This design comes from an exercise in tuning for small area, a short achievable clock period and few clock cycles per item on the open sky130 flow, not from production work. Function was not checked in any run shown here: the RTL went through the layout flow alone.

$ cat constraint.sdc
create_clock -name core_clock -period 10.0 [get_ports {clk}]
set_input_delay 2.0000 -clock core_clock [delete_from_list [all_inputs] [get_ports {clk}]]
set_output_delay 2.0000 -clock core_clock [all_outputs]
set_load 0.01 [all_outputs]
$ cat run.sh
#!/bin/bash
# synth_recipe.tcl (not shown) runs the flow's synth.tcl, then flattens the netlist and writes it again
# the make line also repeats each setting of config.mk as NAME=value (left out here)
make -C /OpenROAD-flow-scripts/flow DESIGN_CONFIG=/design/flow/config.mk WORK_HOME=/design/flow/orfs CLKGATE_MAP_FILE= SYNTH_SCRIPT=/design/flow/synth_recipe.tcl finish
$ cat design.v
module R2FFT
  #(
    parameter FFT_LENGTH = 1024,
    parameter FFT_DW = 16,
    parameter PL_DEPTH = 3,
    parameter FFT_N = $clog2( FFT_LENGTH )
    )
   (
    input wire                      clk,
    input wire                      rst,
    input wire                      autorun,
    input wire                      run,
    input wire                      fin,
    input wire                      ifft,
    output wire                     done,
    output wire [2:0]               status,
    output wire signed [7:0]        bfpexp,
    input wire                      sact_istream,
    input wire signed [FFT_DW-1:0]  sdw_istream_real,
    input wire signed [FFT_DW-1:0]  sdw_istream_imag,
    input wire                      dmaact,
    input wire [FFT_N-1:0]          dmaa,
    output wire signed [FFT_DW-1:0] dmadr_real,
    output wire signed [FFT_DW-1:0] dmadr_imag,
    output wire                     twact,
    output wire [FFT_N-1-2:0]       twa,
    input wire [FFT_DW-1:0]         twdr_cos,
    output wire                     ract_ram0,
    output wire [FFT_N-1-1:0]       ra_ram0,
    input wire [FFT_DW*2-1:0]       rdr_ram0,
    output wire                     wact_ram0,
    output wire [FFT_N-1-1:0]       wa_ram0,
    output wire [FFT_DW*2-1:0]      wdw_ram0,
    output wire                     ract_ram1,
    output wire [FFT_N-1-1:0]       ra_ram1,
    input wire [FFT_DW*2-1:0]       rdr_ram1,
    output wire                     wact_ram1,
    output wire [FFT_N-1-1:0]       wa_ram1,
    output wire [FFT_DW*2-1:0]      wdw_ram1
    );
   function automatic [8:0] bitrev9(input [8:0] x);
      integer i;
      for (i = 0; i < 9; i = i + 1) bitrev9[i] = x[8-i];
   endfunction
   function automatic [7:0] bitrev8(input [7:0] x);
      integer i;
      for (i = 0; i < 8; i = i + 1) bitrev8[i] = x[7-i];
   endfunction
   function automatic [9:0] pnext(input [9:0] p, input [3:0] s);
      reg [9:0] m;
      begin
         m = 10'd1 << s;
         pnext = ((p | m) + 10'd1) & ~m;
      end
   endfunction
   function automatic [15:0] neg16(input [15:0] x);
      neg16 = ~x + 16'd1;
   endfunction
   function automatic [15:0] sat17(input [16:0] x);
      sat17 = (x[16] == x[15]) ? x[15:0] : {x[16], {15{~x[16]}}};
   endfunction
   function automatic [23:0] booth(input [15:0] w);
      integer i;
      reg [16:0] x;
      begin
         x = {w, 1'b0};
         for (i = 0; i < 8; i = i + 1) begin
            booth[i] = x[2*i+2];
            booth[8+i] = x[2*i+1] ^ x[2*i];
            booth[16+i] = (x[2*i+2] & ~x[2*i+1] & ~x[2*i]) | (~x[2*i+2] & x[2*i+1] & x[2*i]);
         end
      end
   endfunction
   reg [2:0]  st;
   reg [9:0]  cnt;                  
   wire       fin_fft;
   assign status = st;
   assign done = (st == 3'd4);
   assign bfpexp = 8'sd0;
   wire       st1 = (st == 3'd1);
   wire       run3 = (st == 3'd3);
   wire       acc = st1 && sact_istream;
   always @(posedge clk) begin
      if (rst) begin
         st <= 3'd0;
      end else begin
         case (st)
           3'd0: st <= 3'd1;
           3'd1: if (sact_istream && (&cnt)) st <= autorun ? 3'd3 : 3'd2;
           3'd2: if (run) st <= 3'd3;
           3'd3: if (fin_fft) st <= 3'd4;
           3'd4: if (fin) st <= 3'd1;
           default: st <= 3'd0;
         endcase
      end
   end
   always @(posedge clk) begin
      if (!st1) cnt <= 10'd0;
      else if (sact_istream) cnt <= cnt + 10'd1;
   end
   wire [8:0] cnt_a = bitrev9(cnt[8:0]);    
   wire       cnt_par = ^cnt[8:0];
   reg        acc_r;
   reg [15:0] s_keep;
   wire [15:0] s_cur = acc_r ? twdr_cos : s_keep;
   wire [15:0] s_in = (cnt[7:0] == 8'd0) ? 16'd0 : s_cur;
   always @(posedge clk) begin
      acc_r <= acc;
      s_keep <= s_cur;
   end
   reg [3:0]  rs;
   reg [8:0]  rk;
   reg [8:0]  ru;
   wire [8:0] rmask = (9'd1 << rs) - 9'd1;
   wire [7:0] tpair = bitrev8(ru[8:1]);
   always @(posedge clk) begin
      if (!run3) begin
         rs <= 4'd1;
         rk <= 9'd0;
         ru <= 9'd0;
      end else begin
         rk <= rk + 9'd1;
         if (&rk) begin
            rs <= rs + 4'd1;
            ru <= 9'd0;
         end else if ((rk & rmask) == rmask) begin
            ru <= ru + 9'd1;
         end
      end
   end
   assign twact = st1 | run3;
   assign twa = run3 ? (rk[0] ? (8'd0 - tpair) : tpair) :
                cnt[9] ? cnt[7:0] : ~cnt[7:0];
   reg [15:0] c_hold;
   reg        i_msb, i_szero;
   always @(posedge clk) begin
      if (rk[0]) begin
         c_hold <= twdr_cos;
         i_msb <= ru[0];
         i_szero <= (ru[8:1] == 8'd0);
      end
   end
   reg        ion;
   reg [3:0]  is_;
   reg [9:0]  ip;
   wire       iv = run3 && ion && (is_ < 4'd10);
   wire [9:0] iq = ip | (10'd1 << is_);
   wire       ibank = ^ip;
   always @(posedge clk) begin
      ion <= run3;
      if (!run3) begin
         is_ <= 4'd1;
         ip <= 10'd0;
      end else if (iv) begin
         ip <= pnext(ip, is_);
         if (&iq) is_ <= is_ + 4'd1;
      end
   end
   wire [8:0] ra_fft0 = run3 ? (ibank ? iq[9:1] : ip[9:1]) : cnt_a;
   wire [8:0] ra_fft1 = run3 ? (ibank ? ip[9:1] : iq[9:1]) : cnt_a;
   wire       iv0 = acc && cnt[9];       
   reg        v1, v2, v3;
   reg        m0;                        
   reg        selA1, selB0, selB1;
   reg        msb1;
   reg [31:0] b_smp;
   always @(posedge clk) begin
      if (rst) begin
         v1 <= 1'b0;
         v2 <= 1'b0;
         v3 <= 1'b0;
      end else begin
         v1 <= iv | iv0;
         v2 <= v1;
         v3 <= v2;
      end
      m0 <= !run3;
      selA1 <= run3 ? ibank : cnt_par;
      selB0 <= run3 & (run3 ? ibank : cnt_par);
      selB1 <= run3 & ~(run3 ? ibank : cnt_par);
      msb1 <= cnt[8];
      b_smp <= {sdw_istream_imag, sdw_istream_real};
   end
   wire [31:0] rdA = ({32{selA1}} & rdr_ram1) | ({32{~selA1}} & rdr_ram0);
   wire [31:0] rdB = ({32{selA1}} & rdr_ram0) | ({32{~selA1}} & rdr_ram1);
   wire [31:0] opB = ({32{selB0}} & rdr_ram0) | ({32{selB1}} & rdr_ram1) | ({32{m0}} & b_smp);
   wire [15:0] a_re = rdA[15:0];
   wire [15:0] a_im = rdA[31:16];
   wire [15:0] b_re = opB[15:0];
   wire [15:0] b_im = opB[31:16];
   wire [16:0] s_re = {a_re[15], a_re} + {b_re[15], b_re};
   wire [16:0] s_im = {a_im[15], a_im} + {b_im[15], b_im};
   wire [16:0] d_re = {a_re[15], a_re} - {b_re[15], b_re};
   wire [16:0] d_im = {a_im[15], a_im} - {b_im[15], b_im};
   wire [15:0] dr_w = {d_re[16] ^ (b_re == 16'h8000), d_re[15:1]};
   wire [15:0] di_w = {d_im[16] ^ (b_im == 16'h8000), d_im[15:1]};
   function automatic dmin(input [15:0] a, input [15:0] b);
      dmin = ((a == 16'h8000) && (b == 16'h7fff)) ||
             ((b == 16'h8000) && (a[15:1] == 15'h4000));
   endfunction
   wire drmin = dmin(a_re, b_re);
   wire dimin = dmin(a_im, b_im);
   wire [15:0] tw_c = m0 ? twdr_cos : c_hold;
   wire [15:0] tw_s = m0 ? rdB[15:0] : (i_szero ? 16'd0 : twdr_cos);
   wire        tw_m = m0 ? msb1 : i_msb;
   wire [15:0] wr_src = tw_m ? tw_s : tw_c;
   wire [15:0] wi_src = tw_m ? tw_c : tw_s;
   wire        wr_min = (wr_src == 16'h8000);
   wire        wi_min = (wi_src == 16'h8000);
   wire [23:0] wr_bw = booth(wr_src) ^ {16'd0, {8{tw_m & ~wr_min}}};
   wire [23:0] wi_bw = booth(wi_src) ^ {16'd0, {8{~ifft & ~wi_min}}};
   wire        tw_load = m0 || !rk[0];
   reg [23:0] wr_b, wi_b;
   reg        wrmin, wimin;
   always @(posedge clk) begin
      if (tw_load) begin
         wr_b <= wr_bw;
         wi_b <= wi_bw;
         wrmin <= wr_min;
         wimin <= wi_min;
      end
   end
   wire wrmin_n = tw_load ? wr_min : wrmin;
   wire wimin_n = tw_load ? wi_min : wimin;
   reg [15:0] sr1, si1, dr1, di1;
   reg        dr0_wr, dr0_wi, di0_wr, di0_wi;
   always @(posedge clk) begin
      sr1 <= s_re[16:1];
      si1 <= s_im[16:1];
      dr1 <= dr_w;
      di1 <= di_w;
      dr0_wr <= dr_w[0] | (drmin & wrmin_n);
      dr0_wi <= dr_w[0] | (drmin & wimin_n);
      di0_wr <= di_w[0] | (dimin & wrmin_n);
      di0_wi <= di_w[0] | (dimin & wimin_n);
   end
   wire [16:0] hs1w, hc1w, hs2w, hc2w, hs3w, hc3w, hs4w, hc4w;
   wire        hi1w, hi2w, hi3w, hi4w;
   r2mul um1 (.a({dr1[15:1], dr0_wr}), .bn(wr_b[7:0]), .b1(wr_b[15:8]), .b2(wr_b[23:16]),
              .hs(hs1w), .hc(hc1w), .hci(hi1w));
   r2mul um2 (.a({di1[15:1], di0_wi}), .bn(wi_b[7:0]), .b1(wi_b[15:8]), .b2(wi_b[23:16]),
              .hs(hs2w), .hc(hc2w), .hci(hi2w));
   r2mul um3 (.a({di1[15:1], di0_wr}), .bn(wr_b[7:0]), .b1(wr_b[15:8]), .b2(wr_b[23:16]),
              .hs(hs3w), .hc(hc3w), .hci(hi3w));
   r2mul um4 (.a({dr1[15:1], dr0_wi}), .bn(wi_b[7:0]), .b1(wi_b[15:8]), .b2(wi_b[23:16]),
              .hs(hs4w), .hc(hc4w), .hci(hi4w));
   reg [16:0] hs1, hc1, hs2, hc2, hs3, hc3, hs4, hc4;
   reg        hi1, hi2, hi3, hi4;
   reg [15:0] sr2, si2;
   always @(posedge clk) begin
      hs1 <= hs1w; hc1 <= hc1w; hi1 <= hi1w;
      hs2 <= hs2w; hc2 <= hc2w; hi2 <= hi2w;
      hs3 <= hs3w; hc3 <= hc3w; hi3 <= hi3w;
      hs4 <= hs4w; hc4 <= hc4w; hi4 <= hi4w;
      sr2 <= sr1;
      si2 <= si1;
   end
   function automatic [16:0] add4(input [16:0] a, input [16:0] b, input [16:0] c, input [16:0] d,
                                  input k0, input k1, input k2);
      reg [16:0] s1, c1, s2, c2;
      begin
         s1 = a ^ b ^ c;
         c1 = {((a & b) | (a & c) | (b & c)), k0};
         s2 = s1 ^ c1 ^ d;
         c2 = {((s1 & c1) | (s1 & d) | (c1 & d)), k1};
         add4 = s2 + c2 + {16'd0, k2};
      end
   endfunction
   wire [16:0] x_re = add4(hs1, hc1, ~hs2, ~hc2, hi1, ~hi2, 1'b1);
   wire [16:0] x_im = add4(hs3, hc3, hs4, hc4, hi3, hi4, 1'b0);
   wire [31:0] outP = {si2, sr2};
   wire [31:0] outQ = {sat17(x_im), sat17(x_re)};
   reg [3:0]  ws;
   reg [9:0]  wn;
   wire [9:0] wp = (ws == 4'd0) ? {bitrev9(wn[8:0]), 1'b0} : wn;
   wire [9:0] wq = wp | (10'd1 << ws);
   wire       wbank = ^wp;
   wire       wend = (ws == 4'd0) ? (&wn[8:0]) : (&wq);
   reg        wlast;
   always @(posedge clk) begin
      if (st == 3'd0 || st == 3'd4) begin
         ws <= 4'd0;
         wn <= 10'd0;
      end else if (v3) begin
         if (ws == 4'd0) wn <= wend ? 10'd0 : wn + 10'd1;
         else wn <= pnext(wn, ws);
         if (wend) ws <= ws + 4'd1;
      end
      wlast <= run3 && v3 && (ws == 4'd9) && wend;
   end
   assign fin_fft = wlast;
   reg        wact0_r, wact1_r;
   reg [8:0]  wa0_r, wa1_r;
   reg [31:0] wdw0_r, wdw1_r;
   wire       in_wr = acc && !cnt[9];
   wire [31:0] smp = {sdw_istream_imag, sdw_istream_real};
   wire [31:0] swd = {sdw_istream_imag, s_in};
   always @(posedge clk) begin
      if (rst) begin
         wact0_r <= 1'b0;
         wact1_r <= 1'b0;
      end else begin
         wact0_r <= in_wr | v3;
         wact1_r <= in_wr | v3;
      end
      if (in_wr) begin
         wa0_r <= cnt_a;
         wa1_r <= cnt_a;
         wdw0_r <= cnt_par ? swd : smp;
         wdw1_r <= cnt_par ? smp : swd;
      end else begin
         wa0_r <= wbank ? wq[9:1] : wp[9:1];
         wa1_r <= wbank ? wp[9:1] : wq[9:1];
         wdw0_r <= wbank ? outQ : outP;
         wdw1_r <= wbank ? outP : outQ;
      end
   end
   assign wact_ram0 = wact0_r;
   assign wact_ram1 = wact1_r;
   assign wa_ram0 = wa0_r;
   assign wa_ram1 = wa1_r;
   assign wdw_ram0 = wdw0_r;
   assign wdw_ram1 = wdw1_r;
   wire dmode = (st == 3'd4);
   reg  dsel;
   always @(posedge clk) dsel <= ^dmaa;
   wire ract_c = dmode | iv | (st1 & cnt[9]);
   assign ract_ram0 = ract_c;
   assign ract_ram1 = ract_c;
   assign ra_ram0 = dmode ? dmaa[9:1] : ra_fft0;
   assign ra_ram1 = dmode ? dmaa[9:1] : ra_fft1;
   assign {dmadr_imag, dmadr_real} = dsel ? rdr_ram1 : rdr_ram0;
endmodule
module r2mul(input wire [15:0] a, input wire [7:0] bn, input wire [7:0] b1, input wire [7:0] b2, output wire [16:0] hs, output wire [16:0] hc, output wire hci);
  wire neg0 = bn[0]; wire one0 = b1[0]; wire two0 = b2[0];
  wire pp0_0 = (((one0 & a[0]) | (two0 & 1'b0)) ^ neg0);
  wire pp0_1 = (((one0 & a[1]) | (two0 & a[0])) ^ neg0);
  wire pp0_2 = (((one0 & a[2]) | (two0 & a[1])) ^ neg0);
  wire pp0_3 = (((one0 & a[3]) | (two0 & a[2])) ^ neg0);
  wire pp0_4 = (((one0 & a[4]) | (two0 & a[3])) ^ neg0);
  wire pp0_5 = (((one0 & a[5]) | (two0 & a[4])) ^ neg0);
  wire pp0_6 = (((one0 & a[6]) | (two0 & a[5])) ^ neg0);
  wire pp0_7 = (((one0 & a[7]) | (two0 & a[6])) ^ neg0);
  wire pp0_8 = (((one0 & a[8]) | (two0 & a[7])) ^ neg0);
  wire pp0_9 = (((one0 & a[9]) | (two0 & a[8])) ^ neg0);
  wire pp0_10 = (((one0 & a[10]) | (two0 & a[9])) ^ neg0);
  wire pp0_11 = (((one0 & a[11]) | (two0 & a[10])) ^ neg0);
  wire pp0_12 = (((one0 & a[12]) | (two0 & a[11])) ^ neg0);
  wire pp0_13 = (((one0 & a[13]) | (two0 & a[12])) ^ neg0);
  wire pp0_14 = (((one0 & a[14]) | (two0 & a[13])) ^ neg0);
  wire pp0_15 = (((one0 & a[15]) | (two0 & a[14])) ^ neg0);
  wire pp0_16 = ~(((one0 & a[15]) | (two0 & a[15])) ^ neg0);
  wire neg1 = bn[1]; wire one1 = b1[1]; wire two1 = b2[1];
  wire pp1_0 = (((one1 & a[0]) | (two1 & 1'b0)) ^ neg1);
  wire pp1_1 = (((one1 & a[1]) | (two1 & a[0])) ^ neg1);
  wire pp1_2 = (((one1 & a[2]) | (two1 & a[1])) ^ neg1);
  wire pp1_3 = (((one1 & a[3]) | (two1 & a[2])) ^ neg1);
  wire pp1_4 = (((one1 & a[4]) | (two1 & a[3])) ^ neg1);
  wire pp1_5 = (((one1 & a[5]) | (two1 & a[4])) ^ neg1);
  wire pp1_6 = (((one1 & a[6]) | (two1 & a[5])) ^ neg1);
  wire pp1_7 = (((one1 & a[7]) | (two1 & a[6])) ^ neg1);
  wire pp1_8 = (((one1 & a[8]) | (two1 & a[7])) ^ neg1);
  wire pp1_9 = (((one1 & a[9]) | (two1 & a[8])) ^ neg1);
  wire pp1_10 = (((one1 & a[10]) | (two1 & a[9])) ^ neg1);
  wire pp1_11 = (((one1 & a[11]) | (two1 & a[10])) ^ neg1);
  wire pp1_12 = (((one1 & a[12]) | (two1 & a[11])) ^ neg1);
  wire pp1_13 = (((one1 & a[13]) | (two1 & a[12])) ^ neg1);
  wire pp1_14 = (((one1 & a[14]) | (two1 & a[13])) ^ neg1);
  wire pp1_15 = (((one1 & a[15]) | (two1 & a[14])) ^ neg1);
  wire pp1_16 = ~(((one1 & a[15]) | (two1 & a[15])) ^ neg1);
  wire neg2 = bn[2]; wire one2 = b1[2]; wire two2 = b2[2];
  wire pp2_0 = (((one2 & a[0]) | (two2 & 1'b0)) ^ neg2);
  wire pp2_1 = (((one2 & a[1]) | (two2 & a[0])) ^ neg2);
  wire pp2_2 = (((one2 & a[2]) | (two2 & a[1])) ^ neg2);
  wire pp2_3 = (((one2 & a[3]) | (two2 & a[2])) ^ neg2);
  wire pp2_4 = (((one2 & a[4]) | (two2 & a[3])) ^ neg2);
  wire pp2_5 = (((one2 & a[5]) | (two2 & a[4])) ^ neg2);
  wire pp2_6 = (((one2 & a[6]) | (two2 & a[5])) ^ neg2);
  wire pp2_7 = (((one2 & a[7]) | (two2 & a[6])) ^ neg2);
  wire pp2_8 = (((one2 & a[8]) | (two2 & a[7])) ^ neg2);
  wire pp2_9 = (((one2 & a[9]) | (two2 & a[8])) ^ neg2);
  wire pp2_10 = (((one2 & a[10]) | (two2 & a[9])) ^ neg2);
  wire pp2_11 = (((one2 & a[11]) | (two2 & a[10])) ^ neg2);
  wire pp2_12 = (((one2 & a[12]) | (two2 & a[11])) ^ neg2);
  wire pp2_13 = (((one2 & a[13]) | (two2 & a[12])) ^ neg2);
  wire pp2_14 = (((one2 & a[14]) | (two2 & a[13])) ^ neg2);
  wire pp2_15 = (((one2 & a[15]) | (two2 & a[14])) ^ neg2);
  wire pp2_16 = ~(((one2 & a[15]) | (two2 & a[15])) ^ neg2);
  wire neg3 = bn[3]; wire one3 = b1[3]; wire two3 = b2[3];
  wire pp3_0 = (((one3 & a[0]) | (two3 & 1'b0)) ^ neg3);
  wire pp3_1 = (((one3 & a[1]) | (two3 & a[0])) ^ neg3);
  wire pp3_2 = (((one3 & a[2]) | (two3 & a[1])) ^ neg3);
  wire pp3_3 = (((one3 & a[3]) | (two3 & a[2])) ^ neg3);
  wire pp3_4 = (((one3 & a[4]) | (two3 & a[3])) ^ neg3);
  wire pp3_5 = (((one3 & a[5]) | (two3 & a[4])) ^ neg3);
  wire pp3_6 = (((one3 & a[6]) | (two3 & a[5])) ^ neg3);
  wire pp3_7 = (((one3 & a[7]) | (two3 & a[6])) ^ neg3);
  wire pp3_8 = (((one3 & a[8]) | (two3 & a[7])) ^ neg3);
  wire pp3_9 = (((one3 & a[9]) | (two3 & a[8])) ^ neg3);
  wire pp3_10 = (((one3 & a[10]) | (two3 & a[9])) ^ neg3);
  wire pp3_11 = (((one3 & a[11]) | (two3 & a[10])) ^ neg3);
  wire pp3_12 = (((one3 & a[12]) | (two3 & a[11])) ^ neg3);
  wire pp3_13 = (((one3 & a[13]) | (two3 & a[12])) ^ neg3);
  wire pp3_14 = (((one3 & a[14]) | (two3 & a[13])) ^ neg3);
  wire pp3_15 = (((one3 & a[15]) | (two3 & a[14])) ^ neg3);
  wire pp3_16 = ~(((one3 & a[15]) | (two3 & a[15])) ^ neg3);
  wire neg4 = bn[4]; wire one4 = b1[4]; wire two4 = b2[4];
  wire pp4_0 = (((one4 & a[0]) | (two4 & 1'b0)) ^ neg4);
  wire pp4_1 = (((one4 & a[1]) | (two4 & a[0])) ^ neg4);
  wire pp4_2 = (((one4 & a[2]) | (two4 & a[1])) ^ neg4);
  wire pp4_3 = (((one4 & a[3]) | (two4 & a[2])) ^ neg4);
  wire pp4_4 = (((one4 & a[4]) | (two4 & a[3])) ^ neg4);
  wire pp4_5 = (((one4 & a[5]) | (two4 & a[4])) ^ neg4);
  wire pp4_6 = (((one4 & a[6]) | (two4 & a[5])) ^ neg4);
  wire pp4_7 = (((one4 & a[7]) | (two4 & a[6])) ^ neg4);
  wire pp4_8 = (((one4 & a[8]) | (two4 & a[7])) ^ neg4);
  wire pp4_9 = (((one4 & a[9]) | (two4 & a[8])) ^ neg4);
  wire pp4_10 = (((one4 & a[10]) | (two4 & a[9])) ^ neg4);
  wire pp4_11 = (((one4 & a[11]) | (two4 & a[10])) ^ neg4);
  wire pp4_12 = (((one4 & a[12]) | (two4 & a[11])) ^ neg4);
  wire pp4_13 = (((one4 & a[13]) | (two4 & a[12])) ^ neg4);
  wire pp4_14 = (((one4 & a[14]) | (two4 & a[13])) ^ neg4);
  wire pp4_15 = (((one4 & a[15]) | (two4 & a[14])) ^ neg4);
  wire pp4_16 = ~(((one4 & a[15]) | (two4 & a[15])) ^ neg4);
  wire neg5 = bn[5]; wire one5 = b1[5]; wire two5 = b2[5];
  wire pp5_0 = (((one5 & a[0]) | (two5 & 1'b0)) ^ neg5);
  wire pp5_1 = (((one5 & a[1]) | (two5 & a[0])) ^ neg5);
  wire pp5_2 = (((one5 & a[2]) | (two5 & a[1])) ^ neg5);
  wire pp5_3 = (((one5 & a[3]) | (two5 & a[2])) ^ neg5);
  wire pp5_4 = (((one5 & a[4]) | (two5 & a[3])) ^ neg5);
  wire pp5_5 = (((one5 & a[5]) | (two5 & a[4])) ^ neg5);
  wire pp5_6 = (((one5 & a[6]) | (two5 & a[5])) ^ neg5);
  wire pp5_7 = (((one5 & a[7]) | (two5 & a[6])) ^ neg5);
  wire pp5_8 = (((one5 & a[8]) | (two5 & a[7])) ^ neg5);
  wire pp5_9 = (((one5 & a[9]) | (two5 & a[8])) ^ neg5);
  wire pp5_10 = (((one5 & a[10]) | (two5 & a[9])) ^ neg5);
  wire pp5_11 = (((one5 & a[11]) | (two5 & a[10])) ^ neg5);
  wire pp5_12 = (((one5 & a[12]) | (two5 & a[11])) ^ neg5);
  wire pp5_13 = (((one5 & a[13]) | (two5 & a[12])) ^ neg5);
  wire pp5_14 = (((one5 & a[14]) | (two5 & a[13])) ^ neg5);
  wire pp5_15 = (((one5 & a[15]) | (two5 & a[14])) ^ neg5);
  wire pp5_16 = ~(((one5 & a[15]) | (two5 & a[15])) ^ neg5);
  wire neg6 = bn[6]; wire one6 = b1[6]; wire two6 = b2[6];
  wire pp6_0 = (((one6 & a[0]) | (two6 & 1'b0)) ^ neg6);
  wire pp6_1 = (((one6 & a[1]) | (two6 & a[0])) ^ neg6);
  wire pp6_2 = (((one6 & a[2]) | (two6 & a[1])) ^ neg6);
  wire pp6_3 = (((one6 & a[3]) | (two6 & a[2])) ^ neg6);
  wire pp6_4 = (((one6 & a[4]) | (two6 & a[3])) ^ neg6);
  wire pp6_5 = (((one6 & a[5]) | (two6 & a[4])) ^ neg6);
  wire pp6_6 = (((one6 & a[6]) | (two6 & a[5])) ^ neg6);
  wire pp6_7 = (((one6 & a[7]) | (two6 & a[6])) ^ neg6);
  wire pp6_8 = (((one6 & a[8]) | (two6 & a[7])) ^ neg6);
  wire pp6_9 = (((one6 & a[9]) | (two6 & a[8])) ^ neg6);
  wire pp6_10 = (((one6 & a[10]) | (two6 & a[9])) ^ neg6);
  wire pp6_11 = (((one6 & a[11]) | (two6 & a[10])) ^ neg6);
  wire pp6_12 = (((one6 & a[12]) | (two6 & a[11])) ^ neg6);
  wire pp6_13 = (((one6 & a[13]) | (two6 & a[12])) ^ neg6);
  wire pp6_14 = (((one6 & a[14]) | (two6 & a[13])) ^ neg6);
  wire pp6_15 = (((one6 & a[15]) | (two6 & a[14])) ^ neg6);
  wire pp6_16 = ~(((one6 & a[15]) | (two6 & a[15])) ^ neg6);
  wire neg7 = bn[7]; wire one7 = b1[7]; wire two7 = b2[7];
  wire pp7_0 = (((one7 & a[0]) | (two7 & 1'b0)) ^ neg7);
  wire pp7_1 = (((one7 & a[1]) | (two7 & a[0])) ^ neg7);
  wire pp7_2 = (((one7 & a[2]) | (two7 & a[1])) ^ neg7);
  wire pp7_3 = (((one7 & a[3]) | (two7 & a[2])) ^ neg7);
  wire pp7_4 = (((one7 & a[4]) | (two7 & a[3])) ^ neg7);
  wire pp7_5 = (((one7 & a[5]) | (two7 & a[4])) ^ neg7);
  wire pp7_6 = (((one7 & a[6]) | (two7 & a[5])) ^ neg7);
  wire pp7_7 = (((one7 & a[7]) | (two7 & a[6])) ^ neg7);
  wire pp7_8 = (((one7 & a[8]) | (two7 & a[7])) ^ neg7);
  wire pp7_9 = (((one7 & a[9]) | (two7 & a[8])) ^ neg7);
  wire pp7_10 = (((one7 & a[10]) | (two7 & a[9])) ^ neg7);
  wire pp7_11 = (((one7 & a[11]) | (two7 & a[10])) ^ neg7);
  wire pp7_12 = (((one7 & a[12]) | (two7 & a[11])) ^ neg7);
  wire pp7_13 = (((one7 & a[13]) | (two7 & a[12])) ^ neg7);
  wire pp7_14 = (((one7 & a[14]) | (two7 & a[13])) ^ neg7);
  wire pp7_15 = (((one7 & a[15]) | (two7 & a[14])) ^ neg7);
  wire pp7_16 = ~(((one7 & a[15]) | (two7 & a[15])) ^ neg7);
  wire t1 = pp0_10 ^ pp1_8;
  wire t2 = pp0_10 & pp1_8;
  wire t3 = pp0_11 ^ pp1_9;
  wire t4 = pp0_11 & pp1_9;
  wire t5 = pp0_12 ^ pp1_10 ^ pp2_8;
  wire t6 = (pp0_12 & pp1_10) | (pp0_12 & pp2_8) | (pp1_10 & pp2_8);
  wire t7 = pp3_6 ^ pp4_4;
  wire t8 = pp3_6 & pp4_4;
  wire t9 = pp0_13 ^ pp1_11 ^ pp2_9;
  wire t10 = (pp0_13 & pp1_11) | (pp0_13 & pp2_9) | (pp1_11 & pp2_9);
  wire t11 = pp3_7 ^ pp4_5;
  wire t12 = pp3_7 & pp4_5;
  wire t13 = pp0_14 ^ pp1_12 ^ pp2_10;
  wire t14 = (pp0_14 & pp1_12) | (pp0_14 & pp2_10) | (pp1_12 & pp2_10);
  wire t15 = pp3_8 ^ pp4_6 ^ pp5_4;
  wire t16 = (pp3_8 & pp4_6) | (pp3_8 & pp5_4) | (pp4_6 & pp5_4);
  wire t17 = pp6_2 ^ pp7_0;
  wire t18 = pp6_2 & pp7_0;
  wire t19 = pp0_15 ^ pp1_13 ^ pp2_11;
  wire t20 = (pp0_15 & pp1_13) | (pp0_15 & pp2_11) | (pp1_13 & pp2_11);
  wire t21 = pp3_9 ^ pp4_7 ^ pp5_5;
  wire t22 = (pp3_9 & pp4_7) | (pp3_9 & pp5_5) | (pp4_7 & pp5_5);
  wire t23 = pp6_3 ^ pp7_1;
  wire t24 = pp6_3 & pp7_1;
  wire t25 = pp0_16 ^ pp1_14 ^ pp2_12;
  wire t26 = (pp0_16 & pp1_14) | (pp0_16 & pp2_12) | (pp1_14 & pp2_12);
  wire t27 = pp3_10 ^ pp4_8 ^ pp5_6;
  wire t28 = (pp3_10 & pp4_8) | (pp3_10 & pp5_6) | (pp4_8 & pp5_6);
  wire t29 = pp6_4 ^ pp7_2 ^ 1'b1;
  wire t30 = (pp6_4 & pp7_2) | (pp6_4 & 1'b1) | (pp7_2 & 1'b1);
  wire t31 = pp1_15 ^ pp2_13 ^ pp3_11;
  wire t32 = (pp1_15 & pp2_13) | (pp1_15 & pp3_11) | (pp2_13 & pp3_11);
  wire t33 = pp4_9 ^ pp5_7 ^ pp6_5;
  wire t34 = (pp4_9 & pp5_7) | (pp4_9 & pp6_5) | (pp5_7 & pp6_5);
  wire t35 = pp7_3 ^ 1'b1;
  wire t36 = pp7_3 & 1'b1;
  wire t37 = pp1_16 ^ pp2_14 ^ pp3_12;
  wire t38 = (pp1_16 & pp2_14) | (pp1_16 & pp3_12) | (pp2_14 & pp3_12);
  wire t39 = pp4_10 ^ pp5_8 ^ pp6_6;
  wire t40 = (pp4_10 & pp5_8) | (pp4_10 & pp6_6) | (pp5_8 & pp6_6);
  wire t41 = pp2_15 ^ pp3_13 ^ pp4_11;
  wire t42 = (pp2_15 & pp3_13) | (pp2_15 & pp4_11) | (pp3_13 & pp4_11);
  wire t43 = pp5_9 ^ pp6_7;
  wire t44 = pp5_9 & pp6_7;
  wire t45 = pp2_16 ^ pp3_14 ^ pp4_12;
  wire t46 = (pp2_16 & pp3_14) | (pp2_16 & pp4_12) | (pp3_14 & pp4_12);
  wire t47 = pp3_15 ^ pp4_13;
  wire t48 = pp3_15 & pp4_13;
  wire t49 = pp0_6 ^ pp1_4;
  wire t50 = pp0_6 & pp1_4;
  wire t51 = pp0_7 ^ pp1_5;
  wire t52 = pp0_7 & pp1_5;
  wire t53 = pp0_8 ^ pp1_6 ^ pp2_4;
  wire t54 = (pp0_8 & pp1_6) | (pp0_8 & pp2_4) | (pp1_6 & pp2_4);
  wire t55 = pp3_2 ^ pp4_0;
  wire t56 = pp3_2 & pp4_0;
  wire t57 = pp0_9 ^ pp1_7 ^ pp2_5;
  wire t58 = (pp0_9 & pp1_7) | (pp0_9 & pp2_5) | (pp1_7 & pp2_5);
  wire t59 = pp3_3 ^ pp4_1;
  wire t60 = pp3_3 & pp4_1;
  wire t61 = pp2_6 ^ pp3_4 ^ pp4_2;
  wire t62 = (pp2_6 & pp3_4) | (pp2_6 & pp4_2) | (pp3_4 & pp4_2);
  wire t63 = pp5_0 ^ neg5 ^ t1;
  wire t64 = (pp5_0 & neg5) | (pp5_0 & t1) | (neg5 & t1);
  wire t65 = pp2_7 ^ pp3_5 ^ pp4_3;
  wire t66 = (pp2_7 & pp3_5) | (pp2_7 & pp4_3) | (pp3_5 & pp4_3);
  wire t67 = pp5_1 ^ t3 ^ t2;
  wire t68 = (pp5_1 & t3) | (pp5_1 & t2) | (t3 & t2);
  wire t69 = pp5_2 ^ pp6_0 ^ neg6;
  wire t70 = (pp5_2 & pp6_0) | (pp5_2 & neg6) | (pp6_0 & neg6);
  wire t71 = t5 ^ t7 ^ t4;
  wire t72 = (t5 & t7) | (t5 & t4) | (t7 & t4);
  wire t73 = pp5_3 ^ pp6_1 ^ t9;
  wire t74 = (pp5_3 & pp6_1) | (pp5_3 & t9) | (pp6_1 & t9);
  wire t75 = t11 ^ t6 ^ t8;
  wire t76 = (t11 & t6) | (t11 & t8) | (t6 & t8);
  wire t77 = neg7 ^ t13 ^ t15;
  wire t78 = (neg7 & t13) | (neg7 & t15) | (t13 & t15);
  wire t79 = t17 ^ t10 ^ t12;
  wire t80 = (t17 & t10) | (t17 & t12) | (t10 & t12);
  wire t81 = t19 ^ t21 ^ t23;
  wire t82 = (t19 & t21) | (t19 & t23) | (t21 & t23);
  wire t83 = t14 ^ t16 ^ t18;
  wire t84 = (t14 & t16) | (t14 & t18) | (t16 & t18);
  wire t85 = t25 ^ t27 ^ t29;
  wire t86 = (t25 & t27) | (t25 & t29) | (t27 & t29);
  wire t87 = t20 ^ t22 ^ t24;
  wire t88 = (t20 & t22) | (t20 & t24) | (t22 & t24);
  wire t89 = t31 ^ t33 ^ t35;
  wire t90 = (t31 & t33) | (t31 & t35) | (t33 & t35);
  wire t91 = t26 ^ t28 ^ t30;
  wire t92 = (t26 & t28) | (t26 & t30) | (t28 & t30);
  wire t93 = pp7_4 ^ t37 ^ t39;
  wire t94 = (pp7_4 & t37) | (pp7_4 & t39) | (t37 & t39);
  wire t95 = t32 ^ t34 ^ t36;
  wire t96 = (t32 & t34) | (t32 & t36) | (t34 & t36);
  wire t97 = pp7_5 ^ 1'b1 ^ t41;
  wire t98 = (pp7_5 & 1'b1) | (pp7_5 & t41) | (1'b1 & t41);
  wire t99 = t43 ^ t38 ^ t40;
  wire t100 = (t43 & t38) | (t43 & t40) | (t38 & t40);
  wire t101 = pp5_10 ^ pp6_8 ^ pp7_6;
  wire t102 = (pp5_10 & pp6_8) | (pp5_10 & pp7_6) | (pp6_8 & pp7_6);
  wire t103 = t45 ^ t42 ^ t44;
  wire t104 = (t45 & t42) | (t45 & t44) | (t42 & t44);
  wire t105 = pp5_11 ^ pp6_9 ^ pp7_7;
  wire t106 = (pp5_11 & pp6_9) | (pp5_11 & pp7_7) | (pp6_9 & pp7_7);
  wire t107 = 1'b1 ^ t47 ^ t46;
  wire t108 = (1'b1 & t47) | (1'b1 & t46) | (t47 & t46);
  wire t109 = pp3_16 ^ pp4_14 ^ pp5_12;
  wire t110 = (pp3_16 & pp4_14) | (pp3_16 & pp5_12) | (pp4_14 & pp5_12);
  wire t111 = pp6_10 ^ pp7_8 ^ t48;
  wire t112 = (pp6_10 & pp7_8) | (pp6_10 & t48) | (pp7_8 & t48);
  wire t113 = pp4_15 ^ pp5_13 ^ pp6_11;
  wire t114 = (pp4_15 & pp5_13) | (pp4_15 & pp6_11) | (pp5_13 & pp6_11);
  wire t115 = pp7_9 ^ 1'b1;
  wire t116 = pp7_9 & 1'b1;
  wire t117 = pp4_16 ^ pp5_14 ^ pp6_12;
  wire t118 = (pp4_16 & pp5_14) | (pp4_16 & pp6_12) | (pp5_14 & pp6_12);
  wire t119 = pp5_15 ^ pp6_13;
  wire t120 = pp5_15 & pp6_13;
  wire t121 = pp0_4 ^ pp1_2;
  wire t122 = pp0_4 & pp1_2;
  wire t123 = pp0_5 ^ pp1_3;
  wire t124 = pp0_5 & pp1_3;
  wire t125 = pp2_2 ^ pp3_0 ^ neg3;
  wire t126 = (pp2_2 & pp3_0) | (pp2_2 & neg3) | (pp3_0 & neg3);
  wire t127 = pp2_3 ^ pp3_1 ^ t51;
  wire t128 = (pp2_3 & pp3_1) | (pp2_3 & t51) | (pp3_1 & t51);
  wire t129 = neg4 ^ t53 ^ t55;
  wire t130 = (neg4 & t53) | (neg4 & t55) | (t53 & t55);
  wire t131 = t57 ^ t59 ^ t54;
  wire t132 = (t57 & t59) | (t57 & t54) | (t59 & t54);
  wire t133 = t61 ^ t63 ^ t58;
  wire t134 = (t61 & t63) | (t61 & t58) | (t63 & t58);
  wire t135 = t65 ^ t67 ^ t62;
  wire t136 = (t65 & t67) | (t65 & t62) | (t67 & t62);
  wire t137 = t69 ^ t71 ^ t66;
  wire t138 = (t69 & t71) | (t69 & t66) | (t71 & t66);
  wire t139 = t73 ^ t75 ^ t70;
  wire t140 = (t73 & t75) | (t73 & t70) | (t75 & t70);
  wire t141 = t77 ^ t79 ^ t74;
  wire t142 = (t77 & t79) | (t77 & t74) | (t79 & t74);
  wire t143 = t81 ^ t83 ^ t78;
  wire t144 = (t81 & t83) | (t81 & t78) | (t83 & t78);
  wire t145 = t85 ^ t87 ^ t82;
  wire t146 = (t85 & t87) | (t85 & t82) | (t87 & t82);
  wire t147 = t89 ^ t91 ^ t86;
  wire t148 = (t89 & t91) | (t89 & t86) | (t91 & t86);
  wire t149 = t93 ^ t95 ^ t90;
  wire t150 = (t93 & t95) | (t93 & t90) | (t95 & t90);
  wire t151 = t97 ^ t99 ^ t94;
  wire t152 = (t97 & t99) | (t97 & t94) | (t99 & t94);
  wire t153 = t101 ^ t103 ^ t98;
  wire t154 = (t101 & t103) | (t101 & t98) | (t103 & t98);
  wire t155 = t105 ^ t107 ^ t102;
  wire t156 = (t105 & t107) | (t105 & t102) | (t107 & t102);
  wire t157 = t109 ^ t111 ^ t106;
  wire t158 = (t109 & t111) | (t109 & t106) | (t111 & t106);
  wire t159 = t113 ^ t115 ^ t110;
  wire t160 = (t113 & t115) | (t113 & t110) | (t115 & t110);
  wire t161 = pp7_10 ^ t117 ^ t114;
  wire t162 = (pp7_10 & t117) | (pp7_10 & t114) | (t117 & t114);
  wire t163 = pp7_11 ^ 1'b1 ^ t119;
  wire t164 = (pp7_11 & 1'b1) | (pp7_11 & t119) | (1'b1 & t119);
  wire t165 = pp5_16 ^ pp6_14 ^ pp7_12;
  wire t166 = (pp5_16 & pp6_14) | (pp5_16 & pp7_12) | (pp6_14 & pp7_12);
  wire t167 = pp6_15 ^ pp7_13;
  wire t168 = pp6_15 & pp7_13;
  wire t169 = pp0_2 ^ pp1_0;
  wire t170 = pp0_2 & pp1_0;
  wire t171 = pp0_3 ^ pp1_1;
  wire t172 = pp0_3 & pp1_1;
  wire t173 = pp2_0 ^ neg2 ^ t121;
  wire t174 = (pp2_0 & neg2) | (pp2_0 & t121) | (neg2 & t121);
  wire t175 = pp2_1 ^ t123 ^ t122;
  wire t176 = (pp2_1 & t123) | (pp2_1 & t122) | (t123 & t122);
  wire t177 = t49 ^ t125 ^ t124;
  wire t178 = (t49 & t125) | (t49 & t124) | (t125 & t124);
  wire t179 = t50 ^ t127 ^ t126;
  wire t180 = (t50 & t127) | (t50 & t126) | (t127 & t126);
  wire t181 = t52 ^ t129 ^ t128;
  wire t182 = (t52 & t129) | (t52 & t128) | (t129 & t128);
  wire t183 = t56 ^ t131 ^ t130;
  wire t184 = (t56 & t131) | (t56 & t130) | (t131 & t130);
  wire t185 = t60 ^ t133 ^ t132;
  wire t186 = (t60 & t133) | (t60 & t132) | (t133 & t132);
  wire t187 = t64 ^ t135 ^ t134;
  wire t188 = (t64 & t135) | (t64 & t134) | (t135 & t134);
  wire t189 = t68 ^ t137 ^ t136;
  wire t190 = (t68 & t137) | (t68 & t136) | (t137 & t136);
  wire t191 = t72 ^ t139 ^ t138;
  wire t192 = (t72 & t139) | (t72 & t138) | (t139 & t138);
  wire t193 = t76 ^ t141 ^ t140;
  wire t194 = (t76 & t141) | (t76 & t140) | (t141 & t140);
  wire t195 = t80 ^ t143 ^ t142;
  wire t196 = (t80 & t143) | (t80 & t142) | (t143 & t142);
  wire t197 = t84 ^ t145 ^ t144;
  wire t198 = (t84 & t145) | (t84 & t144) | (t145 & t144);
  wire t199 = t88 ^ t147 ^ t146;
  wire t200 = (t88 & t147) | (t88 & t146) | (t147 & t146);
  wire t201 = t92 ^ t149 ^ t148;
  wire t202 = (t92 & t149) | (t92 & t148) | (t149 & t148);
  wire t203 = t96 ^ t151 ^ t150;
  wire t204 = (t96 & t151) | (t96 & t150) | (t151 & t150);
  wire t205 = t100 ^ t153 ^ t152;
  wire t206 = (t100 & t153) | (t100 & t152) | (t153 & t152);
  wire t207 = t104 ^ t155 ^ t154;
  wire t208 = (t104 & t155) | (t104 & t154) | (t155 & t154);
  wire t209 = t108 ^ t157 ^ t156;
  wire t210 = (t108 & t157) | (t108 & t156) | (t157 & t156);
  wire t211 = t112 ^ t159 ^ t158;
  wire t212 = (t112 & t159) | (t112 & t158) | (t159 & t158);
  wire t213 = t116 ^ t161 ^ t160;
  wire t214 = (t116 & t161) | (t116 & t160) | (t161 & t160);
  wire t215 = t118 ^ t163 ^ t162;
  wire t216 = (t118 & t163) | (t118 & t162) | (t163 & t162);
  wire t217 = t120 ^ t165 ^ t164;
  wire t218 = (t120 & t165) | (t120 & t164) | (t165 & t164);
  wire t219 = 1'b1 ^ t167 ^ t166;
  wire t220 = (1'b1 & t167) | (1'b1 & t166) | (t167 & t166);
  wire t221 = pp6_16 ^ pp7_14 ^ t168;
  wire t222 = (pp6_16 & pp7_14) | (pp6_16 & t168) | (pp7_14 & t168);
  wire t223 = pp7_15 ^ 1'b1;
  wire t224 = pp7_15 & 1'b1;
  wire [15:0] lo = {1'b0, t193, t191, t189, t187, t185, t183, t181, t179, t177, t175, t173, t171, neg1, pp0_1, pp0_0} + {1'b0, t192, t190, t188, t186, t184, t182, t180, t178, t176, t174, t172, t170, t169, 1'b0, neg0};
  assign hci = lo[15];
  assign hs = {1'b1, pp7_16, t223, t221, t219, t217, t215, t213, t211, t209, t207, t205, t203, t201, t199, t197, t195};
  assign hc = {1'b0, t224, t222, t220, t218, t216, t214, t212, t210, t208, t206, t204, t202, t200, t198, t196, t194};
endmodule
$ cat config.mk
export PLATFORM = sky130hd
export DESIGN_NAME = R2FFT
export DESIGN_NICKNAME = R2FFT
export VERILOG_FILES = /design/flow/design.v
export SDC_FILE = /design/flow/constraint.sdc
export NUM_CORES = 8
export LEC_CHECK = 0
export CAP_MARGIN = 20
export CORE_MARGIN = 2
export CORE_UTILIZATION = 40
export SETUP_SLACK_MARGIN = 5.0
export SLEW_MARGIN = 20
==> results.txt, run 1 <==
# TYPE chip_impl_metric gauge
chip_impl_metric{name="placedInstanceArea",unit="µm²"} 50100
chip_impl_metric{name="fin_util",unit="%"} 45.9
chip_impl_metric{name="grt_overflow_total",unit=""} 0
chip_impl_metric{name="gp_congestion",unit=""} 0.947
chip_impl_metric{name="place.detailed.hpwl",unit="µm"} 109000
chip_impl_info{name="holdCritPathClass",value="reg -> reg"} 1
chip_impl_info{name="synth_top_cell_by_area",value="sky130_fd_sc_hd__dfxtp_1"} 1
chip_impl_metric{name="first_iter_violations",unit=""} 3554
chip_impl_metric{name="drive_gt1_share",unit="%"} 8.44
chip_impl_metric{name="max-clock-path-buffers",unit=""} 3
chip_impl_metric{name="global_route.usage.total",unit="%"} 25.9
chip_impl_metric{name="ant_nets",unit=""} 0
chip_impl_metric{name="post-route-period-util",unit="%"} 49.8
chip_impl_metric{name="yosysWarningCount",unit=""} 1
chip_impl_metric{name="postCtsHoldBufs",unit=""} 0
chip_impl_metric{name="setup-tns-final",unit="ns"} 0
chip_impl_info{name="critical_path_class",value="in -> out"} 1
chip_impl_metric{name="whs_path_depth",unit=""} 0
chip_impl_metric{name="grt_pass1_wl",unit="µm"} 236000
chip_impl_metric{name="vias_per_cell",unit=""} 5.70
chip_impl_metric{name="finalWirelength",unit="µm"} 155000
chip_impl_metric{name="worst-slew-pin-transition",unit="ns"} 1.14
chip_impl_metric{name="die-area",unit="µm²"} 118000
chip_impl_metric{name="final_period_minus_worst_setup_slack",unit="ns"} 4.98
chip_impl_metric{name="worst_clock_skew",unit="ns"} 0.0377
chip_impl_metric{name="cts-buffers-inserted",unit=""} 60
chip_impl_info{name="postSynth.topFlopCell",value="sky130_fd_sc_hd__dfxtp_1"} 1
chip_impl_metric{name="reg2reg_depth",unit=""} 17
chip_impl_metric{name="worst_path_required",unit="ns"} 8.00
chip_impl_metric{name="worst_skew_pair.late_latency",unit="ns"} 0.67
chip_impl_metric{name="std_cell_rows",unit=""} 124
chip_impl_metric{name="route.detailed.wl_per_inst",unit="µm"} 23.0
chip_impl_metric{name="fmaxAchievable",unit="GHz"} 0.201
chip_impl_metric{name="setup_slack_of_the_worst_register_to_register_path",unit="ns"} 5.09
chip_impl_metric{name="number_of_antenna_violations_at_the_first_check_in_global_routing",unit=""} 7
chip_impl_info{name="clock_tree_root_driver_cell",value="sky130_fd_sc_hd__clkbuf_16"} 1
chip_impl_metric{name="syn_area_per_cell",unit="µm²"} 9.05
chip_impl_metric{name="synthToLayoutAreaGrowth",unit="%"} 13.8
chip_impl_info{name="cts_tree",value="yes"} 1
chip_impl_info{name="hp-start",value="si1[4]$_DFF_P_"} 1
chip_impl_info{name="layout_commonest_cell",value="sky130_fd_sc_hd__inv_1"} 1
chip_impl_info{name="highest_count_cells_in_the_layout_ignoring_fill_and_taps",value="sky130_fd_sc_hd__inv_1, sky130_fd_sc_hd__a22oi_1, sky130_fd_sc_hd__xnor2_1"} 1
chip_impl_metric{name="netlist_area",unit="µm²"} 46100
chip_impl_metric{name="final_report_setup_violation_count",unit=""} 0
chip_impl_metric{name="synth_sequential_area_ratio",unit="%"} 23.3
chip_impl_metric{name="initial_utilization",unit="%"} 40.4
chip_impl_info{name="reg2reg_from",value="hs1[0]$_DFF_P_"} 1
chip_impl_metric{name="synthDistinctLibCells",unit=""} 89
chip_impl_metric{name="core_region_area",unit="µm²"} 114000
chip_impl_info{name="rsz0062_at_grt",value="yes"} 1
chip_impl_metric{name="finished_layout_cell_area",unit="µm²"} 52500
chip_impl_info{name="holdPathEnd",value="si2[4]$_DFF_P_"} 1
chip_impl_metric{name="synth_largest_type_area_fraction",unit="%"} 19.0
chip_impl_metric{name="numPortBuffers",unit=""} 277
chip_impl_metric{name="ys_seq_elements",unit=""} 504
chip_impl_metric{name="clkSlewWorstSetupHoldPaths",unit="ns"} 0.06
chip_impl_info{name="timing.critical_path.from_type",value="primary input"} 1
chip_impl_metric{name="synthesized_instance_count",unit=""} 5099
chip_impl_metric{name="cts_max_level",unit=""} 2
chip_impl_metric{name="grt_start_max_net_pins",unit=""} 85
chip_impl_info{name="result_of_the_run",value="finished clean"} 1
chip_impl_metric{name="total_number_of_vias",unit=""} 38300
chip_impl_info{name="synthTopCellsByArea",value="sky130_fd_sc_hd__dfxtp_1, sky130_fd_sc_hd__fa_1, sky130_fd_sc_hd__xnor2_1, sky130_fd_sc_hd__a22oi_1, sky130_fd_sc_hd__ha_1"} 1
chip_impl_metric{name="worst_hold_slack",unit="ns"} 0.325
chip_impl_metric{name="cp_data_arrival_time",unit="ns"} 2.98
chip_impl_info{name="worst_setup_path_end_kind",value="primary output"} 1
chip_impl_metric{name="number_of_iterations_in_the_first_detailed_routing_pass",unit=""} 8
chip_impl_metric{name="drv.max_cap_violation_count",unit=""} 0
chip_impl_metric{name="cts.sinks",unit=""} 504
chip_impl_metric{name="report.final.hold_viol_count",unit=""} 0
chip_impl_metric{name="synth_enable_flop_cells",unit=""} 66
chip_impl_metric{name="synthArstFlopShare",unit="%"} 0
chip_impl_metric{name="timing_max_transition_violations_final",unit=""} 0
chip_impl_metric{name="die_h",unit="µm"} 344
chip_impl_metric{name="vias_in_the_first_global_route",unit=""} 38500
chip_impl_metric{name="fin_nets",unit=""} 5964
chip_impl_metric{name="die_w",unit="µm"} 344
chip_impl_metric{name="fillCellCount",unit=""} 10900
chip_impl_metric{name="crit_path_max_fanout",unit=""} 2
chip_impl_metric{name="route.detailed.drc",unit=""} 0
chip_impl_metric{name="top_level_ports",unit=""} 287
chip_impl_info{name="critical_path.reg2reg.endpoint",value="wdw0_r[5]$_DFF_P_"} 1
chip_impl_metric{name="timing.max_slew.rel_slack",unit="%"} 23.8
-- registers in the layout (all words and copies together), names as in the netlist, 24 cells and up --
name,cells
wdw1_r,32
wi_b,24
wdw0_r,32
wr_b,24
b_smp,32
-- worst max-delay path by stage --
stage                   startpoint           endpoint  slack (ns)  cells after the start
floorplan              rdr_ram0[1]    sr1[15]$_DFF_P_        5.36                     11
CTS                        dmaa[7]         ra_ram0[6]        4.90                      4
finish                     dmaa[1]         ra_ram1[0]        5.02                      4
global route        hs1[0]$_DFF_P_  wdw0_r[5]$_DFF_P_        4.94                     17
global placement      rdr_ram1[17]    si1[14]$_DFF_P_        4.08                     12
detailed placement    rdr_ram1[17]    si1[14]$_DFF_P_        4.07                     12
-- synthesized netlist by cell type (all sizes together) (66+ instances only) --
| cell type | count |
|---|---|
| a21oi | 223 |
| a22oi | 484 |
| buf | 82 |
| clkbuf | 332 |
| dfxtp | 438 |
| edfxtp | 66 |
| fa | 398 |
| ha | 274 |
| inv | 664 |
| mux2 | 106 |
| nand2 | 219 |
| nor2 | 239 |
| o21ai | 171 |
| xnor2 | 448 |
| xor2 | 268 |
-- layout make-up --
cell class                      count  area [µm²]  share of cell area [%]
Sequential cell                   504       10800                    20.5
Clock buffer                       81        1730                    3.30
Timing Repair Buffer              407        3670                    6.99
Clock inverter                     32         442                   0.841
Antenna cell                        2        5.00                 0.00953
Inverter                          665        2510                    4.78
Multi-Input combinational cell   3523       31500                    60.0
Timing Repair inverter              1        7.51                  0.0143
Tap cell                         1512        1890                    3.60
-- through the flow --
stage / cells / worst slack, ns
6_report: 6727 / 5.02
5_1_grt: 6726 / 4.94
4_1_cts: 6718 / 4.90
3_5_place_dp: 6595 / 4.07
3_3_place_gp: 6595 / 4.08
2_1_floorplan: 5106 / 5.36
-- cells by family after synthesis --
| kind of cell | count (synthesis) | share of synthesized area (%) |
|---|---|---|
| simple gates | 758 | 7.89 |
| other cells | 1 | 0.00813 |
| flops | 504 | 23.3 |
| xor+xnor | 716 | 13.6 |
| fa+ha+maj | 683 | 24.9 |
| mux | 151 | 3.57 |
| compound gates | 1207 | 17.8 |
| buf+inv | 1079 | 8.92 |
-- routing by layer --
layer	global-route usage [%]	part of all wire [%]	routed length, µm
met3	5.64	8.9	13700
met1	33.2	41	63000
met5	0	0.045	70
met2	42.1	46	70800
met4	10.7	4.7	7240
-- what timing repair did --
item                       in CTS  in global routing
setup endpoints to repair      96                 49
resized for setup             175                 52
pin swaps                       4                  2
setup buffers                   9                  6
gates cloned                    1                  0
-- critical path: stages --
cell and delay, ns:
sky130_fd_sc_hd__clkdlybuf4s50_1 0.51, sky130_fd_sc_hd__nand2_1 0.11, sky130_fd_sc_hd__o21ai_0 0.10, sky130_fd_sc_hd__clkdlybuf4s15_2 0.26
==> run 2: changes to the inputs <==
--- a/config.mk
+++ b/config.mk
@@ -8,5 +8,4 @@
 export CAP_MARGIN = 20
 export CORE_MARGIN = 2
 export CORE_UTILIZATION = 40
-export SETUP_SLACK_MARGIN = 5.0
 export SLEW_MARGIN = 20
==> run 2 against run 1 <==
Against the previous run:
- non-clock buffer count fell by 15
- design area shrank 0.33%
- register-to-register slack lost 0.54 ns
- clock skew increased by 0.0029 ns
- still clean
==> results.txt, run 2 <==
# TYPE chip_impl_metric gauge
chip_impl_metric{name="netlist_area",unit="µm²"} 46100
chip_impl_metric{name="grt_pass1_wl",unit="µm"} 235000
chip_impl_metric{name="gp_congestion",unit=""} 0.947
chip_impl_info{name="critical_path_class",value="reg -> out"} 1
chip_impl_info{name="layout_commonest_cell",value="sky130_fd_sc_hd__inv_1"} 1
chip_impl_metric{name="setup_slack_of_the_worst_register_to_register_path",unit="ns"} 4.55
chip_impl_info{name="hp-start",value="si1[4]$_DFF_P_"} 1
chip_impl_info{name="result_of_the_run",value="finished clean"} 1
chip_impl_metric{name="post-route-period-util",unit="%"} 57.3
chip_impl_metric{name="drv.max_cap_violation_count",unit=""} 0
chip_impl_info{name="critical_path.reg2reg.endpoint",value="wdw0_r[5]$_DFF_P_"} 1
chip_impl_metric{name="ys_seq_elements",unit=""} 504
chip_impl_metric{name="core_region_area",unit="µm²"} 114000
chip_impl_metric{name="top_level_ports",unit=""} 287
chip_impl_info{name="synthTopCellsByArea",value="sky130_fd_sc_hd__dfxtp_1, sky130_fd_sc_hd__fa_1, sky130_fd_sc_hd__xnor2_1, sky130_fd_sc_hd__a22oi_1, sky130_fd_sc_hd__ha_1"} 1
chip_impl_metric{name="grt_overflow_total",unit=""} 0
chip_impl_info{name="rsz0062_at_grt",value="no"} 1
chip_impl_metric{name="whs_path_depth",unit=""} 0
chip_impl_metric{name="initial_utilization",unit="%"} 40.4
chip_impl_metric{name="total_number_of_vias",unit=""} 38200
chip_impl_info{name="timing.critical_path.from_type",value="flip-flop"} 1
chip_impl_metric{name="final_report_setup_violation_count",unit=""} 0
chip_impl_metric{name="number_of_iterations_in_the_first_detailed_routing_pass",unit=""} 9
chip_impl_info{name="worst_setup_path_end_kind",value="primary output"} 1
chip_impl_metric{name="place.detailed.hpwl",unit="µm"} 109000
chip_impl_metric{name="vias_per_cell",unit=""} 5.69
chip_impl_metric{name="report.final.hold_viol_count",unit=""} 0
chip_impl_metric{name="synthesized_instance_count",unit=""} 5099
chip_impl_info{name="highest_layer",value="met5"} 1
chip_impl_metric{name="setup-tns-final",unit="ns"} 0
chip_impl_metric{name="synthArstFlopShare",unit="%"} 0
chip_impl_metric{name="first_iter_violations",unit=""} 3489
chip_impl_metric{name="timing.max_slew.rel_slack",unit="%"} 26.3
chip_impl_info{name="holdPathEnd",value="si2[4]$_DFF_P_"} 1
chip_impl_metric{name="worst_clock_skew",unit="ns"} 0.0406
chip_impl_metric{name="synthToLayoutAreaGrowth",unit="%"} 13.4
chip_impl_metric{name="fmaxAchievable",unit="GHz"} 0.174
chip_impl_metric{name="drive_gt1_share",unit="%"} 7.10
chip_impl_metric{name="ant_nets",unit=""} 0
chip_impl_metric{name="crit_path_max_fanout",unit=""} 23
chip_impl_info{name="largest_registers",value="b_smp x32, wdw0_r x32, wdw1_r x32"} 1
chip_impl_metric{name="syn_area_per_cell",unit="µm²"} 9.05
chip_impl_info{name="synth_top_cell_by_area",value="sky130_fd_sc_hd__dfxtp_1"} 1
chip_impl_metric{name="clkSlewWorstSetupHoldPaths",unit="ns"} 0.06
chip_impl_metric{name="timing_max_transition_violations_final",unit=""} 0
chip_impl_metric{name="yosysWarningCount",unit=""} 1
chip_impl_metric{name="number_of_antenna_violations_at_the_first_check_in_global_routing",unit=""} 6
chip_impl_info{name="highest_count_cells_in_the_layout_ignoring_fill_and_taps",value="sky130_fd_sc_hd__inv_1, sky130_fd_sc_hd__a22oi_1, sky130_fd_sc_hd__xnor2_1"} 1
chip_impl_info{name="postSynth.topFlopCell",value="sky130_fd_sc_hd__dfxtp_1"} 1
chip_impl_metric{name="cts-buffers-inserted",unit=""} 60
chip_impl_metric{name="pre_cts_ws",unit="ns"} 4.07
chip_impl_info{name="synthTopCellsByCount",value="sky130_fd_sc_hd__inv_1, sky130_fd_sc_hd__a22oi_1, sky130_fd_sc_hd__xnor2_1"} 1
chip_impl_metric{name="final_period_minus_worst_setup_slack",unit="ns"} 5.73
chip_impl_metric{name="global_route.usage.total",unit="%"} 25.8
chip_impl_info{name="reg2reg_from",value="hs1[0]$_DFF_P_"} 1
chip_impl_metric{name="cts_post_setup_buffers_inserted",unit=""} 0
chip_impl_metric{name="die-area",unit="µm²"} 118000
chip_impl_metric{name="setup_ws",unit="ns"} 4.27
chip_impl_metric{name="die_h",unit="µm"} 344
chip_impl_metric{name="worst-slew-pin-transition",unit="ns"} 1.11
chip_impl_metric{name="route.detailed.drc",unit=""} 0
chip_impl_info{name="clock_tree_root_driver_cell",value="sky130_fd_sc_hd__clkbuf_16"} 1
chip_impl_metric{name="numPortBuffers",unit=""} 277
chip_impl_metric{name="std_cell_rows",unit=""} 124
chip_impl_metric{name="vias_in_the_first_global_route",unit=""} 38500
chip_impl_metric{name="met1_length",unit="µm"} 62400
chip_impl_metric{name="route.detailed.wl_per_inst",unit="µm"} 23.0
chip_impl_metric{name="finalWirelength",unit="µm"} 154000
chip_impl_metric{name="synth_sequential_area_ratio",unit="%"} 23.3
chip_impl_metric{name="synth_enable_flop_cells",unit=""} 66
chip_impl_info{name="holdCritPathClass",value="reg -> reg"} 1
chip_impl_metric{name="cp_data_arrival_time",unit="ns"} 3.73
chip_impl_metric{name="grt_start_max_net_pins",unit=""} 85
chip_impl_metric{name="worst_path_required",unit="ns"} 8.00
chip_impl_metric{name="fillCellCount",unit=""} 10900
chip_impl_metric{name="fin_util",unit="%"} 45.8
chip_impl_metric{name="reg2reg_depth",unit=""} 15
chip_impl_metric{name="synth_largest_type_area_fraction",unit="%"} 19.0
chip_impl_metric{name="postCtsHoldBufs",unit=""} 0
chip_impl_metric{name="wl_met2",unit="µm"} 70800
chip_impl_metric{name="met3_length",unit="µm"} 13900
chip_impl_metric{name="post_cts_resized",unit=""} 0
chip_impl_metric{name="cts_max_level",unit=""} 2
chip_impl_metric{name="cts.sinks",unit=""} 504
chip_impl_info{name="synth.most_common_cell",value="sky130_fd_sc_hd__inv_1"} 1
chip_impl_metric{name="worst_skew_pair.late_latency",unit="ns"} 0.68
chip_impl_info{name="cts_tree",value="yes"} 1
chip_impl_metric{name="die_w",unit="µm"} 344
chip_impl_metric{name="fin_nets",unit=""} 5948
chip_impl_metric{name="synthDistinctLibCells",unit=""} 89
chip_impl_metric{name="max-clock-path-buffers",unit=""} 3
[run 2: stage by stage]
stage | instance area [µm²] | std cells | hold WS, ns
after floorplan | 46200 | 5106 | 0.310
after global placement | 50100 | 6595 | 0.312
after detailed placement | 50100 | 6595 | 0.314
after CTS | 52300 | 6708 | 0.326
after global routing | 52300 | 6711 | 0.330
final | 52300 | 6711 | 0.327
[run 2: logic make-up (layout without fill, tap and decap cells)]
group           count (synthesis)  count (layout)  synth area share (%)
compound gates               1207            1207                  17.8
buf+inv                      1079            1170                  8.92
simple gates                  758             758                  7.89
xor+xnor                      716             716                  13.6
fa+ha+maj                     683             683                  24.9
flops                         504             504                  23.3
mux                           151             151                  3.57
other cells                     1              10               0.00813
[run 2: how the worst max path moves through the flow]
stage,startpoint,end,slack (ns),cells after the start
after CTS,st[0]$_SDFFE_PP0P_,ra_ram0[6],4.25,7
after floorplan,rdr_ram0[1],sr1[15]$_DFF_P_,5.36,11
after detailed placement,rdr_ram1[17],si1[14]$_DFF_P_,4.07,12
final,st[0]$_SDFFE_PP0P_,ra_ram0[6],4.27,7
after global placement,rdr_ram1[17],si1[14]$_DFF_P_,4.08,12
after global routing,st[0]$_SDFFE_PP0P_,ra_ram0[6],4.22,7
[run 2: area by class of cell]
class                           count  area, µm²  area share, %
Multi-Input combinational cell   3523      31400           59.9
Sequential cell                   504      10800           20.6
Timing Repair Buffer              392       3640           6.96
Inverter                          665       2500           4.77
Tap cell                         1512       1890           3.61
Clock buffer                       81       1730           3.31
Clock inverter                     32        442          0.844
Antenna cell                        2       5.00        0.00956
[run 2: per-layer routing]
metal	GRT usage, %	up-vias
li1	-	17300
met1	33.2	18700
met2	41.9	1806
met3	5.68	365
met4	10.8	8
met5	0	-
[run 2: critical path: stages (launching register included)]
cell and delay [ns]:
sky130_fd_sc_hd__dfxtp_1 0.52, sky130_fd_sc_hd__nand2b_1 0.14, sky130_fd_sc_hd__inv_1 0.33, sky130_fd_sc_hd__nand2_1 0.12, sky130_fd_sc_hd__inv_1 0.62, sky130_fd_sc_hd__o21ai_0 0.23
sky130_fd_sc_hd__o21ai_0 0.44, sky130_fd_sc_hd__clkdlybuf4s50_1 0.64

==> afterwards: timing with drivers on the ports <==
The flow's constraints put no driver on any port. The routed layouts listed below were extracted and timed again, unchanged, in two steps.
Step 1 (the two cells are an assumption about what drives the block):
set clk [get_ports {clk}]
set_driving_cell -lib_cell sky130_fd_sc_hd__clkbuf_16 $clk
set_driving_cell -lib_cell sky130_fd_sc_hd__buf_2 [delete_from_list [all_inputs] $clk]
Step 2 adds t to the input delays and takes it off the output delays; t is the mean of the earliest and latest rising clock arrival at the registers after step 1. Input paths then give back, and output paths get back, about the clock's delay inside the block.
Three values: ideal, step 1, step 2; two values: the first two.
run | t, ns | setup WS [ns] | worst setup path after step 2 | worst data-port slew with drivers (ns) | pins driven straight from the clock port
run 1 | 0.728 | 5.015 / 4.991 / 4.557 | input to register | 0.12 | 1
run 2 | 0.728 | 4.266 / 4.195 / 4.108 | input to register | 0.11 | 1
After both steps every run listed still meets setup and hold. The setup slack of run 1, which loses most, moves by -0.024 ns with the drivers and by -0.458 ns with both steps.
